Context: an optimization exercise on an open-source flow, tuned for small area. The choices shown serve that exercise and are no tape-out recipe. Function was checked by simulation only, so behaviour that the tests miss may differ from the original. The flow treats the clock pin as an ideal source. Dropping or thinning the clock tree relies on that and would not hold on a real chip. Power figures rest on the tool's default switching activity, not on a simulated workload.

run 5:
==> flow/design.v (excerpt) <==
module adc_12bit #(
    parameter ADC_BITS = 12,
    parameter V_REF_MV = 2500,
    parameter CONV_CYCLES = 12
)(
    input  wire                    clk,
    input  wire                    rst_n,
    input  wire signed [15:0]      analog_in_mv,
    input  wire                    start_conv,
    output reg  signed [ADC_BITS-1:0] digital_out,
    output reg                        valid_out,
    output reg                        busy
);
    reg [4:0]  cnt;
    reg [9:0]  rem;     
    reg [10:0] quo;     
    wire signed [15:0] v = analog_in_mv;
    wire pos_ovf = (v > 16'sd2500);
    wire neg_ovf = (v < -16'sd2500);
    wire neg     = v[15];
    wire [12:0] wn = v[12:0] + 13'd5000 + {12'd0, neg};
    wire [12:0] w  = (pos_ovf | neg_ovf) ? {10'd937, neg, ~neg, ~neg} : wn;
    wire load    = ~cnt[0] & ~cnt[1] & ~cnt[2];    
    wire quant   = ~cnt[1] &  cnt[2] &  cnt[4];    
    wire last    = ~cnt[0] & ~cnt[2] &  cnt[3];    
    wire late    =  cnt[2] &  cnt[3] &  cnt[4];    
    wire        b  = quo[10] & ~late;
    wire [10:0] t  = {rem, b};
    wire [10:0] d  = t - 11'd625;
    wire        ge = ~d[10];
    always @(posedge clk) begin
        cnt <= busy ? {cnt[3:0], ~(cnt[4] ^ cnt[1])} : 5'd0;
        if (load) begin
            rem <= {3'b000, w[12:6]};
            quo <= {w[5:0], 2'b00, neg, neg, neg};
        end else begin
            rem <= ge ? d[9:0] : t[9:0];
            quo <= {quo[9:0], ge};
        end
    end
    always @(posedge clk or negedge rst_n) begin
        if (!rst_n) begin
  ...
export LEC_CHECK = 0
export CAP_MARGIN = 0
export CORE_AREA = 2 2 60 60
export DIE_AREA = 0 0 62 62
export GPL_TIMING_DRIVEN = 0
export PLACE_DENSITY = 0.85
export SLEW_MARGIN = 0
create_clock -name core_clock -period 20.0 [get_ports {clk}]
standard.sh (not shown) runs the stock make flow with config.mk's settings and CLKGATE_MAP_FILE= SYNTH_SCRIPT=/design/flow/synth_recipe.tcl, a recipe that flattens the netlist after the stock synthesis.
==> flow/flow/run.sh <==
#!/bin/bash
# Own layout flow: the standard ORFS flow with these changes:
#  - synthesis maps the logic with area-oriented ABC scripts (flow/abc_*.abc,
#    and &deepsyn with 28 seeds): each is tried
#    (synthesis only) and the one giving the smallest synthesized area is
#    used for the layout,
#  - after ABC, each mux2 becomes an a22o with a shared inverted select
#    (flow/mux2_a22o.v), which is smaller,
#  - port buffers are sky130_fd_sc_hd__buf_1 (one per input/output port, as usual),
#  - synthesis leaves adders to ABC (no ORFS adder cell mapping),
#  - after CTS, the clock tree is replaced by a flat one (flow/clock_tree.tcl):
#    the clock port drives two clkbuf_8 buffers, each driving the flip-flops
#    of one placement cluster; a buffer whose sinks see a slow edge is swapped
#    for the next size up.
set -euo pipefail
W=$(pwd)
F=$W/flow
# synthesis script: the standard flow's, with the ABC override sourced first
awk -v ov="$F/abc_override.tcl" 'NR==1{print; print "source " ov; next} {print}' synth_recipe.tcl > my_synth.tcl
sed "s#$W/synth_recipe.tcl#$W/my_synth.tcl#g" standard.sh > my_standard.sh
export BUFFER_PORTS_ARGS="-buffer_cell sky130_fd_sc_hd__buf_1"
export ADDER_MAP_FILE=
export MY_MUX_MAP=$F/mux2_a22o.v
export POST_CTS_TCL=$F/clock_tree.tcl
export NCLK=2
export CLKBUF=sky130_fd_sc_hd__clkbuf_8
export CLK_SLEW_UPSIZE_NS=0.122
export CTS_ARGS="-sink_clustering_enable -repair_clock_nets -dont_use_dummy_load -buf_list sky130_fd_sc_hd__clkbuf_4"

# try each ABC script, synthesis only, each in an ORFS work folder of its own,
# four at a time: flow/abc_*.abc, and &deepsyn with seeds 0..27 (written here)
mkdir -p abc
cp "$F"/abc_*.abc abc/
for sd in $(seq 0 27); do
  printf '&get -n\n&st\n&deepsyn -J 200 -S %s\n&nf -R 1000 -p\n&put\n' "$sd" > "abc/abc_d$sd.abc"
done
names=()
for s in abc/abc_*.abc; do
  n=$(basename "$s" .abc)
  n=${n#abc_}
  names+=("$n")
  sed "s#WORK_HOME=$W/orfs #WORK_HOME=$W/try_$n #" my_standard.sh > "try_$n.sh"
done
printf '%s\n' "${names[@]}" | xargs -P 4 -I{} bash -c 'MY_ABC_SCRIPT="$1/abc/abc_$2.abc" bash "try_$2.sh" synth > "try_$2.log" 2>&1 || true' _ "$W" {}
best=""
best_area=""
for n in "${names[@]}"; do
  f=$(ls "$W"/try_"$n"/reports/*/adc_12bit/base/synth_stat.txt 2>/dev/null | head -1 || true)
  [[ -n "$f" ]] || continue
  a=$(awk '/Chip area/ {print $NF}' "$f" | tail -1)
  echo "$n $a" >> synth_tries.txt
  if [[ -z "$best" ]] || awk -v a="$a" -v b="$best_area" 'BEGIN{exit !(a < b)}'; then
    best=$n
    best_area=$a
  fi
done
echo "chosen: $best $best_area" >> synth_tries.txt
export MY_ABC_SCRIPT=$W/abc/abc_$best.abc
bash my_standard.sh > make_flow.log 2>&1
==> flow/flow/abc_override.tcl <==
# Map the combinational logic with the ABC script named by MY_ABC_SCRIPT
# instead of ORFS's speed script. Flip-flops are mapped before ABC runs, so the
# registers are the standard synthesis's. Then, if MY_MUX_MAP names a map file,
# each mux2 cell is rebuilt as an a22o with an inverted select, and inverters
# of the same net are merged (one inverter per select net).
proc abc {args} {
  set i [lsearch -exact $args -script]
  if {$i >= 0 && [info exists ::env(MY_ABC_SCRIPT)]} {
    lset args [expr {$i + 1}] $::env(MY_ABC_SCRIPT)
  }
  yosys abc {*}$args
  if {[info exists ::env(MY_MUX_MAP)]} {
    yosys techmap -map $::env(MY_MUX_MAP)
    yosys opt_merge -share_all
    yosys opt_clean
  }
}
==> flow/flow/mux2_a22o.v <==
// mux2 as a22o with an inverted select (the inverters are merged per select net)
module \sky130_fd_sc_hd__mux2_1 (A0, A1, S, X);
  input A0, A1, S;
  output X;
  wire Sn;
  \sky130_fd_sc_hd__inv_1 _inv_ (.A(S), .Y(Sn));
  \sky130_fd_sc_hd__a22o_1 _ao_ (.A1(A1), .A2(S), .B1(A0), .B2(Sn), .X(X));
endmodule
Other scripts of this flow, unchanged in this note and not shown: flow/flow/abc_a.abc, flow/flow/abc_b.abc, flow/flow/abc_c.abc, flow/flow/clock_tree.tcl
Input-level comparison between run 2 and run 5:
diff --git a/flow/flow/run.sh b/flow/flow/run.sh
--- a/flow/flow/run.sh
+++ b/flow/flow/run.sh
@@ -6,4 +6,2 @@
 #    used for the layout,
-#  - after ABC, each mux2 becomes an a22o with a shared inverted select
-#    (flow/mux2_a22o.v), which is smaller,
 #  - port buffers are sky130_fd_sc_hd__buf_1 (one per input/output port, as usual),
@@ -22,3 +20,2 @@
 export ADDER_MAP_FILE=
-export MY_MUX_MAP=$F/mux2_a22o.v
 export POST_CTS_TCL=$F/clock_tree.tcl
==> flow/flow/abc_override.tcl <==
# Map the combinational logic with an area-oriented ABC script (flow/area.abc)
# instead of ORFS's speed script. Flip-flops are mapped before ABC runs, so the
# registers are the standard synthesis's.
proc abc {args} {
  set i [lsearch -exact $args -script]
  if {$i >= 0 && [info exists ::env(MY_ABC_SCRIPT)]} {
    lset args [expr {$i + 1}] $::env(MY_ABC_SCRIPT)
  }
  yosys abc {*}$args
}
removed: flow/flow/mux2_a22o.v
Notes after the runs:
Cmp run 2 vs run 5: total instance count after detailed placement lower in run 2. Overall power of the completed layout: run 2 < run 5. Delta(global-route met2 utilization, run 2 - run 5) < 0. Higher final routed wire length divided by cell count was reported by run 5, not run 2. Combinational power: run 5 vs run 2 — no meaningful difference. Changes observed in run 2 relative to run 5: cell count after synthesis shows a reduction of 1, final worst setup slack shows a reduction of 0.0071 ns.

-- afterwards: timing with drivers on the ports --
No port has a modelled driver above. Below, the same layouts with a new extraction and two added sets of constraints.
Step 1: set_driving_cell puts a clkbuf_16 on clk and a buf_2 on each other input, an assumption about the parent block.
Step 2 also shifts input and output timing later by t, the mid clock arrival at the registers, as if the neighbouring blocks saw the same clock.
Three values: ideal, step 1, step 2; two values: the first two.
| run | t (ns) | setup WS [ns] | worst setup path after step 2 | worst register clock-pin slew, ns | worst slew at a driven data input, ns |
|---|---|---|---|---|---|
| run 5 | 0.202 | 13.975 / 13.994 / 13.792 | input to register | 0.12 / 0.12 | 0.04 |
| run 2 | 0.197 | 13.968 / 13.974 / 13.777 | input to register | 0.11 / 0.11 | 0.03 |
After both steps every run listed still meets setup and hold. The setup slack of run 2, which loses most, moves by +0.006 ns with the drivers and by -0.191 ns with both steps.
